From an optimization exercise on the open Yosys and OpenROAD flow, aimed at small area, a short achievable clock period and few clock cycles per item; shortcuts taken in it are not production practice. The RTL was checked by simulation tests, not by an equivalence proof against the original design.

==> 05-03: inputs <==
## ahb_lite_fir_filter
module ahb_lite_fir_filter (
    input  wire        clk,
    input  wire        n_rst,
    input  wire        hsel,
    input  wire [3:0]  haddr,
    input  wire        hsize,
    input  wire [1:0]  htrans,
    input  wire        hwrite,
    input  wire [15:0] hwdata,
    output reg  [15:0] hrdata,
    output reg         hresp
);
make LEC_CHECK=0 CAP_MARGIN=20 CORE_MARGIN=2 CORE_UTILIZATION=40 SETUP_SLACK_MARGIN=5 SLEW_MARGIN=20 finish   # period 11.0 ns
run.sh (not shown) runs the stock make flow with config.mk's settings and CLKGATE_MAP_FILE= SYNTH_SCRIPT=/design/flow/synth_recipe.tcl, a recipe that flattens the netlist after the stock synthesis.
==> 05-08: changes against 05-03 <==
--- a/flow/design.v
+++ b/flow/design.v
@@ -567,55 +567,33 @@
     assign f_wr[3] = wv & (wa[3:1] == 3'd6);
     reg [15:0] F0, F1, F2, F3;       
     reg [15:0] C0, C1, C2, C3;       
     reg [15:0] S, H1, H2;            
     reg [15:0] result;
     reg        err;
-    reg [1:0] zf0, zf1, zf2, zf3;    
-    reg [1:0] zc0, zc1, zc2, zc3;    
-    reg       zs, zh1, zh2, zr;      
     always @(posedge clk, negedge n_rst) begin
         if (!n_rst) begin
-            zf0 <= 2'b11; zf1 <= 2'b11; zf2 <= 2'b11; zf3 <= 2'b11;
-            zc0 <= 2'b11; zc1 <= 2'b11; zc2 <= 2'b11; zc3 <= 2'b11;
+            F0 <= 16'd0; F1 <= 16'd0; F2 <= 16'd0; F3 <= 16'd0;
         end else begin
-            if (f_wr[0] & w_lo) zf0[0] <= 1'b0;
-            if (f_wr[0] & w_hi) zf0[1] <= 1'b0;
-            if (f_wr[1] & w_lo) zf1[0] <= 1'b0;
-            if (f_wr[1] & w_hi) zf1[1] <= 1'b0;
-            if (f_wr[2] & w_lo) zf2[0] <= 1'b0;
-            if (f_wr[2] & w_hi) zf2[1] <= 1'b0;
-            if (f_wr[3] & w_lo) zf3[0] <= 1'b0;
-            if (f_wr[3] & w_hi) zf3[1] <= 1'b0;
-            if (ld) begin
-                zc0 <= zf0; zc1 <= zf1; zc2 <= zf2; zc3 <= zf3;
-            end
-        end
-    end
-    always @(posedge clk) begin
-        begin
             if (f_wr[0] & w_lo) F0[7:0]  <= hwdata[7:0];
             if (f_wr[0] & w_hi) F0[15:8] <= hwdata[15:8];
             if (f_wr[1] & w_lo) F1[7:0]  <= hwdata[7:0];
             if (f_wr[1] & w_hi) F1[15:8] <= hwdata[15:8];
             if (f_wr[2] & w_lo) F2[7:0]  <= hwdata[7:0];
             if (f_wr[2] & w_hi) F2[15:8] <= hwdata[15:8];
             if (f_wr[3] & w_lo) F3[7:0]  <= hwdata[7:0];
             if (f_wr[3] & w_hi) F3[15:8] <= hwdata[15:8];
         end
     end
-    always @(posedge clk) begin
-        if (ld) begin
+    always @(posedge clk, negedge n_rst) begin
+        if (!n_rst) begin
+            C0 <= 16'd0; C1 <= 16'd0; C2 <= 16'd0; C3 <= 16'd0;
+        end else if (ld) begin
             C0 <= F0; C1 <= F1; C2 <= F2; C3 <= F3;
         end
     end
-    wire [15:0] F0v = {zf0[1] ? 8'd0 : F0[15:8], zf0[0] ? 8'd0 : F0[7:0]};
-    wire [15:0] F1v = {zf1[1] ? 8'd0 : F1[15:8], zf1[0] ? 8'd0 : F1[7:0]};
-    wire [15:0] F2v = {zf2[1] ? 8'd0 : F2[15:8], zf2[0] ? 8'd0 : F2[7:0]};
-    wire [15:0] F3v = {zf3[1] ? 8'd0 : F3[15:8], zf3[0] ? 8'd0 : F3[7:0]};
-    wire [15:0] C3v = {zc3[1] ? 8'd0 : C3[15:8], zc3[0] ? 8'd0 : C3[7:0]};
     localparam J_IDLE = 3'd0, J_L3 = 3'd1, J_L2 = 3'd2, J_W2 = 3'd3, J_T1 = 3'd4;
     localparam T_NONE = 3'd0, T_P0 = 3'd5, T_L3 = 3'd1, T_L2 = 3'd2, T_W2 = 3'd3, T_T1 = 3'd4;
     reg        pend;         
     reg        acc_ok;       
     reg [2:0]  jq;           
     reg        shifted;      
@@ -623,23 +601,17 @@
     reg [1:0]  mbk;          
     reg [2:0]  tag;          
     reg [2:0]  mop;          
     reg        sx_s, sx_h1, sx_h2;           
     reg        sc0, sc1, sc2, sc3;           
     reg [17:0] ACC;          
+    reg [15:0] M3;           
     wire complete_now = pend & acc_ok & (tag == T_P0);
     wire step = (mop != T_P0);
-    wire gs  = sx_s  & ~zs;
-    wire gh1 = sx_h1 & ~zh1;
-    wire gh2 = sx_h2 & ~zh2;
-    wire [15:0] xo = ({16{gs}} & S) | ({16{gh1}} & H1) | ({16{gh2}} & H2);
-    wire [7:0] ca_lo = ({8{sc0 & ~zc0[0]}} & C0[7:0]) | ({8{sc1 & ~zc1[0]}} & C1[7:0])
-                     | ({8{sc2 & ~zc2[0]}} & C2[7:0]) | ({8{sc3 & ~zc3[0]}} & C3[7:0]);
-    wire [7:0] ca_hi = ({8{sc0 & ~zc0[1]}} & C0[15:8]) | ({8{sc1 & ~zc1[1]}} & C1[15:8])
-                     | ({8{sc2 & ~zc2[1]}} & C2[15:8]) | ({8{sc3 & ~zc3[1]}} & C3[15:8]);
-    wire [15:0] ca = {ca_hi, ca_lo};
+    wire [15:0] xo = ({16{sx_s}} & S) | ({16{sx_h1}} & H1) | ({16{sx_h2}} & H2);
+    wire [15:0] ca = ({16{sc0}} & C0) | ({16{sc1}} & C1) | ({16{sc2}} & C2) | ({16{sc3}} & C3);
     wire [15:0] xa = {hw_hi ? hwdata[15:8] : xo[15:8], hw_lo ? hwdata[7:0] : xo[7:0]};
     wire [8:0] a_one, a_two;
     wire [7:0] a_neg;
     booth_enc ENCA (.c(ca), .one(a_one), .two(a_two), .neg(a_neg));
     wire [30:0] ma_a, ma_b;
     mul_csa MA (.x(xa), .one(a_one), .two(a_two), .neg(a_neg), .a(ma_a), .b(ma_b));
@@ -648,13 +620,14 @@
         pa <= ma_a;
         pb <= ma_b;
     end
     wire [31:0] U   = {1'b0, pa} + {1'b0, pb};
     wire [15:0] T   = U[30:15];
     wire        w   = U[31];
-    wire        cin = U[15] ^ pa[15] ^ pb[15];
+    wire [15:0] lo  = {1'b0, pa[14:0]} + {1'b0, pb[14:0]};
+    wire        cin = lo[15];
     wire [15:0] ph  = pa[30:15];
     wire [15:0] qh  = pb[30:15];
     wire [15:0] nk  = ~ACC[15:0];
     wire [16:0] sv  = {1'b0, ph ^ qh ^ nk};
     wire [16:0] cv  = {(ph & qh) | (ph & nk) | (qh & nk), 1'b0};
     wire [18:0] R2  = {1'b0, sv, cin} + {1'b0, cv, 1'b1};
@@ -666,34 +639,34 @@
     wire [17:0] a_op  = (tag == T_W2) ? {2'b00, M3} : (tag == T_L3) ? 18'd0 : ACC;
     wire [18:0] a_s2  = {a_op, 1'b1} + {{2'b00, T} ^ {18{a_sub}}, a_sub};
     wire [17:0] a_sum = a_s2[18:1];
     wire [17:0] nacc4 = {2'b00, T} - ACC;
     wire [15:0] res_n = a_sum[17] ? nacc4[15:0] : a_sum[15:0];
     wire        mb_act = (mbk != 2'd3);
-    wire [15:0] xm = ({16{~msh & ~zh1}} & H1) | ({16{msh & ~zh2}} & H2);
+    wire [15:0] xm = msh ? H2 : H1;
     reg  [2:0]  mneg, mone, mtwo;    
     wire [16:0] mg0 = ({17{mone[0]}} & {1'b0, xm}) | ({17{mtwo[0]}} & {xm, 1'b0});
     wire [16:0] mg1 = ({17{mone[1]}} & {1'b0, xm}) | ({17{mtwo[1]}} & {xm, 1'b0});
     wire [16:0] mg2 = ({17{mone[2]}} & {1'b0, xm}) | ({17{mtwo[2]}} & {xm, 1'b0});
     reg         mbp;                 
-    reg  [21:0] mbacc;
-    wire [15:0] M3 = mbacc[15:0];
+    reg  [20:0] mbacc;
     wire [26:0] r0 = {{8{mneg[0]}}, mg0 ^ {17{mneg[0]}}, 1'b0, (mbk != 2'd0) & mbp};
     wire [26:0] r1 = {{6{mneg[1]}}, mg1 ^ {17{mneg[1]}}, 1'b0, mneg[0], 2'b00};
     wire [26:0] r2 = {{4{mneg[2]}}, mg2 ^ {17{mneg[2]}}, 1'b0, mneg[1], 4'b0000};
-    wire [26:0] r3 = (mbk == 2'd0) ? 27'd0 : {{6{mbacc[21]}}, mbacc[21:1]};
+    wire [26:0] r3 = (mbk == 2'd0) ? 27'd0 : {{6{mbacc[20]}}, mbacc};
     wire [26:0] k1s = r0 ^ r1 ^ r2;
     wire [26:0] k1c = {((r0 & r1) | (r0 & r2) | (r1 & r2)), 1'b0};
     wire [26:0] k2s = k1s ^ k1c ^ r3;
     wire [26:0] k2c = {((k1s & k1c) | (k1s & r3) | (k1c & r3)), 1'b0};
     wire [26:0] mbsum = k2s + k2c;
     always @(posedge clk) begin
         if (mb_act) begin
-            mbacc <= mbsum[26:5];
+            mbacc <= mbsum[26:6];
             mbp   <= mneg[2];
         end
+        if (mb_act && mbk == 2'd2) M3 <= mbsum[20:5];
         if (tag == T_L3 || tag == T_L2 || tag == T_W2 || tag == T_T1) ACC <= a_sum;
     end
     reg [2:0] jq_n;
     always @(*) begin
         if (ld)        jq_n = J_L3;
         else if (step) jq_n = (mop == T_L3) ? J_L2 : (mop == T_T1) ? J_IDLE : J_T1;
@@ -715,13 +688,13 @@
             J_L2:    mop_n = T_L2;
             J_W2:    mop_n = T_W2;
             J_T1:    mop_n = T_T1;
             default: mop_n = T_P0;
         endcase
     end
-    wire [15:0] c3_n = ld ? F3v : C3v;
+    wire [15:0] c3_n = ld ? F3 : C3;
     wire [18:0] c3e  = {2'b00, c3_n, 1'b0};
     reg  [6:0]  cw;
     always @(*) begin
         case (mbk_n)
             2'd0:    cw = c3e[6:0];
             2'd1:    cw = c3e[12:6];
@@ -743,28 +716,28 @@
         end else begin
             mone <= mone_n; mtwo <= mtwo_n; mneg <= mneg_n;
         end
     end
     always @(posedge clk, negedge n_rst) begin
         if (!n_rst) begin
-            zs <= 1'b1; zh1 <= 1'b1; zh2 <= 1'b1; zr <= 1'b1;
-            err <= 1'b0;
+            S <= 16'd0; H1 <= 16'd0; H2 <= 16'd0;
+            result <= 16'd0; err <= 1'b0;
             pend <= 1'b0; acc_ok <= 1'b0;
             jq <= J_L3; shifted <= 1'b0; msh <= 1'b0; mbk <= 2'd0; tag <= T_NONE;
             mop <= T_L3;
             sx_s <= 1'b0; sx_h1 <= 1'b0; sx_h2 <= 1'b1;
             sc0 <= 1'b0; sc1 <= 1'b0; sc2 <= 1'b0; sc3 <= 1'b1;
         end else begin
             if (s_wr) begin
-                zs  <= 1'b0;
-                zh1 <= zs;
-                zh2 <= zh1;
+                S  <= xa;
+                H1 <= S;
+                H2 <= H1;
             end
             if (complete_now) begin
                 err <= err_n;
-                zr  <= 1'b0;
+                result <= res_n;
             end
             if (ld) err <= 1'b0;
             pend    <= pend_n;
             acc_ok  <= acc_ok_n;
             jq      <= jq_n;
             shifted <= shift_n;
@@ -778,32 +751,24 @@
             sc0     <= (mop_n == T_P0);
             sc1     <= (mop_n == T_T1);
             sc2     <= (mop_n == T_L2) | (mop_n == T_W2);
             sc3     <= (mop_n == T_L3);
         end
     end
-    always @(posedge clk) begin
-        if (s_wr) begin
-            S  <= xa;
-            H1 <= S;
-            H2 <= H1;
-        end
-        if (complete_now) result <= res_n;
-    end
     wire busy_o = pend & ~complete_now;
     wire err_o  = complete_now ? err_n : err;
     reg [15:0] rv;
     always @(*) begin
         case (ra[3:1])
             3'd0:    rv = {7'd0, err_o, 7'd0, busy_o};
-            3'd1:    rv = zr ? 16'd0 : result;
-            3'd2:    rv = zs ? 16'd0 : S;
-            3'd3:    rv = F0v;
-            3'd4:    rv = F1v;
-            3'd5:    rv = F2v;
-            3'd6:    rv = F3v;
+            3'd1:    rv = result;
+            3'd2:    rv = S;
+            3'd3:    rv = F0;
+            3'd4:    rv = F1;
+            3'd5:    rv = F2;
+            3'd6:    rv = F3;
             default: rv = 16'd0;
         endcase
         hrdata[15:8] = (rs | ra[0])  ? rv[15:8] : 8'd0;
         hrdata[7:0]  = (rs | ~ra[0]) ? rv[7:0]  : 8'd0;
     end
 endmodule
==> qor summary <==
|  | 05-03 | 05-08 |
|---|---|---|
| Detailed-routed wire length on met3 | 8373 um | 6757 um |
| Horiz. Die Dim | 259.5 um | 267 um |
| Slew at the pin with the worst max-slew slack | 1119 ps | 1090 ps |
| Count of plain and timing-repair buffers | 113 | 110 |
| Result of the run | complete, no violations | complete, no violations |
| Detailed placement HPWL | 61070 um | 63940 um |
| RR Startpoint | pa[15]$_DFF_P_ | sc3$_DFF_PN1_ |
| Data-path buffer share of cell area in the final layout | 0.03344 | 0.03047 |
| Global placement routability congestion | 0.9434 | 0.9354 |
| Worst R2R Path Depth | 21 | 14 |
| GR met2 Demand/Resource | 0.3913 | 0.3711 |
| Final Skew | 38.25 ps | 45.20 ps |
| Via count of the first global-routing pass | 20690 | 21830 |
Testbench counts of 05-03, summed over its fixed seeds: cycles 4,880, samples 1,600.
Testbench counts of 05-08, summed over its fixed seeds: cycles 4,880, samples 1,600.


==> inputs of build 13 <==
Another version of the RTL of ahb_lite_fir_filter (not shown whole).
Design ahb_lite_fir_filter, start of the top module:
module ahb_lite_fir_filter (
    input  wire        clk,
    input  wire        n_rst,
    input  wire        hsel,
    input  wire [3:0]  haddr,
    input  wire        hsize,
    input  wire [1:0]  htrans,
    input  wire        hwrite,
    input  wire [15:0] hwdata,
    output reg  [15:0] hrdata,
    output reg         hresp
);
    wire xfer = hsel & (htrans != 2'b00);
    always @(*) begin
        hresp = 1'b0;
        if (xfer) begin
            if (hwrite) hresp = (haddr[3:2] == 2'b00) | (haddr == 4'd15);
            else        hresp = (haddr == 4'd15);
        end
    end
    wire wr_ok    = xfer & hwrite & (haddr[3:2] != 2'b00) & (haddr != 4'd15);
    wire s_wr_nx  = wr_ok & (haddr[3:1] == 3'd2);
    reg        wv;           
    reg        hw_lo;        
    reg        hw_hi;
    reg [3:0]  wa;
    reg        ws;
    reg [3:0]  ra;           
    reg        rs;
    always @(posedge clk, negedge n_rst) begin
        if (!n_rst) begin
            wv <= 1'b0; hw_lo <= 1'b0; hw_hi <= 1'b0;
        end else begin
            wv    <= wr_ok;
            hw_lo <= s_wr_nx & (hsize | ~haddr[0]);
            hw_hi <= s_wr_nx & (hsize | haddr[0]);
        end
    end
    always @(posedge clk) begin
        wa <= haddr;
        ws <= hsize;
        ra <= haddr;
        rs <= hsize;
    end
    wire w_lo  = ws | ~wa[0];
    wire w_hi  = ws | wa[0];
    wire s_wr  = hw_lo | hw_hi;                        
    wire ld    = wv & (wa == 4'd14) & hwdata[0];       
    wire [3:0] f_wr;
    assign f_wr[0] = wv & (wa[3:1] == 3'd3);
    assign f_wr[1] = wv & (wa[3:1] == 3'd4);
    assign f_wr[2] = wv & (wa[3:1] == 3'd5);
    assign f_wr[3] = wv & (wa[3:1] == 3'd6);
    reg [15:0] F0, F1, F2, F3;       
    reg [15:0] C0, C1, C2, C3;       
    reg [15:0] S, H1, H2;            
    reg [15:0] result;               
  ...
Settings: LEC_CHECK=0, ABC_AREA=1, CAP_MARGIN=20, CORE_MARGIN=2, CORE_UTILIZATION=40, SETUP_SLACK_MARGIN=5, SLEW_MARGIN=20; clock period 11.0 ns.
standard.sh (not shown) runs the stock make flow with config.mk's settings and CLKGATE_MAP_FILE= SYNTH_SCRIPT=/design/flow/synth_recipe.tcl, a recipe that flattens the netlist after the stock synthesis.
==> flow/flow/run.sh <==
#!/bin/bash
bash standard.sh SETUP_SLACK_MARGIN=5.7 finish > standard.log 2>&1
==> inputs of build 49, as changes to build 13 <==
==> flow/flow/run.sh (replaced) <==
#!/bin/bash
bash standard.sh SETUP_SLACK_MARGIN=5.7 "BUFFER_PORTS_ARGS=-buffer_cell sky130_fd_sc_hd__buf_2" finish > standard.log 2>&1
==> results.txt <==
Worst Setup EP=hresp; met2 Use GR=37.1%; status=timing/DRC/antenna clean; startpoint types=input port; met3 Use GR=3.36%; max frequency=192 MHz; Period minus WS final=5200 ps; Core Util, Final=45.7%; bufs w/o clock=109
That was build 13.
==> results.txt <==
Period minus WS final=5270 ps; status=timing/DRC/antenna clean; Core Util, Final=44.3%; met2 Use GR=36.6%; bufs w/o clock=77
That was build 49.
Testbench counts of build 13, summed over its fixed seeds: cycles 4,880, samples 1,600.
Testbench counts of build 49, summed over its fixed seeds: cycles 4,880, samples 1,600.

afterwards: timing with drivers on the ports:
In the flow no input, the clock included, has a driving cell. The finished layouts below were timed again as built, in two steps. Step 1 sets driving cells, clkbuf_16 on the clock port and buf_2 on the other inputs (assumed; they add their load-dependent delay and slew). Step 2 also shifts input and output timing later by t, the mid clock arrival at the registers, as if the neighbouring blocks saw the same clock. Slacks: ideal ports / drivers / drivers and shift; pairs: ideal ports / drivers.
run | t (ns) | setup slack, ns | worst data-port slew with drivers (ns)
05-03 | 0.648 | 4.985 / 4.922 / 4.521 | 0.05
05-08 | 0.642 | 4.966 / 4.903 / 4.462 | 0.05
build 13 | 0.646 | 5.799 / 5.766 / 5.242 | 0.04
build 49 | 0.642 | 5.726 / 5.666 / 5.257 | 0.04
After both steps every run listed still meets setup and hold. For build 13, which loses most, drivers alone change the setup slack by -0.033 ns; drivers and shift together by -0.557 ns.
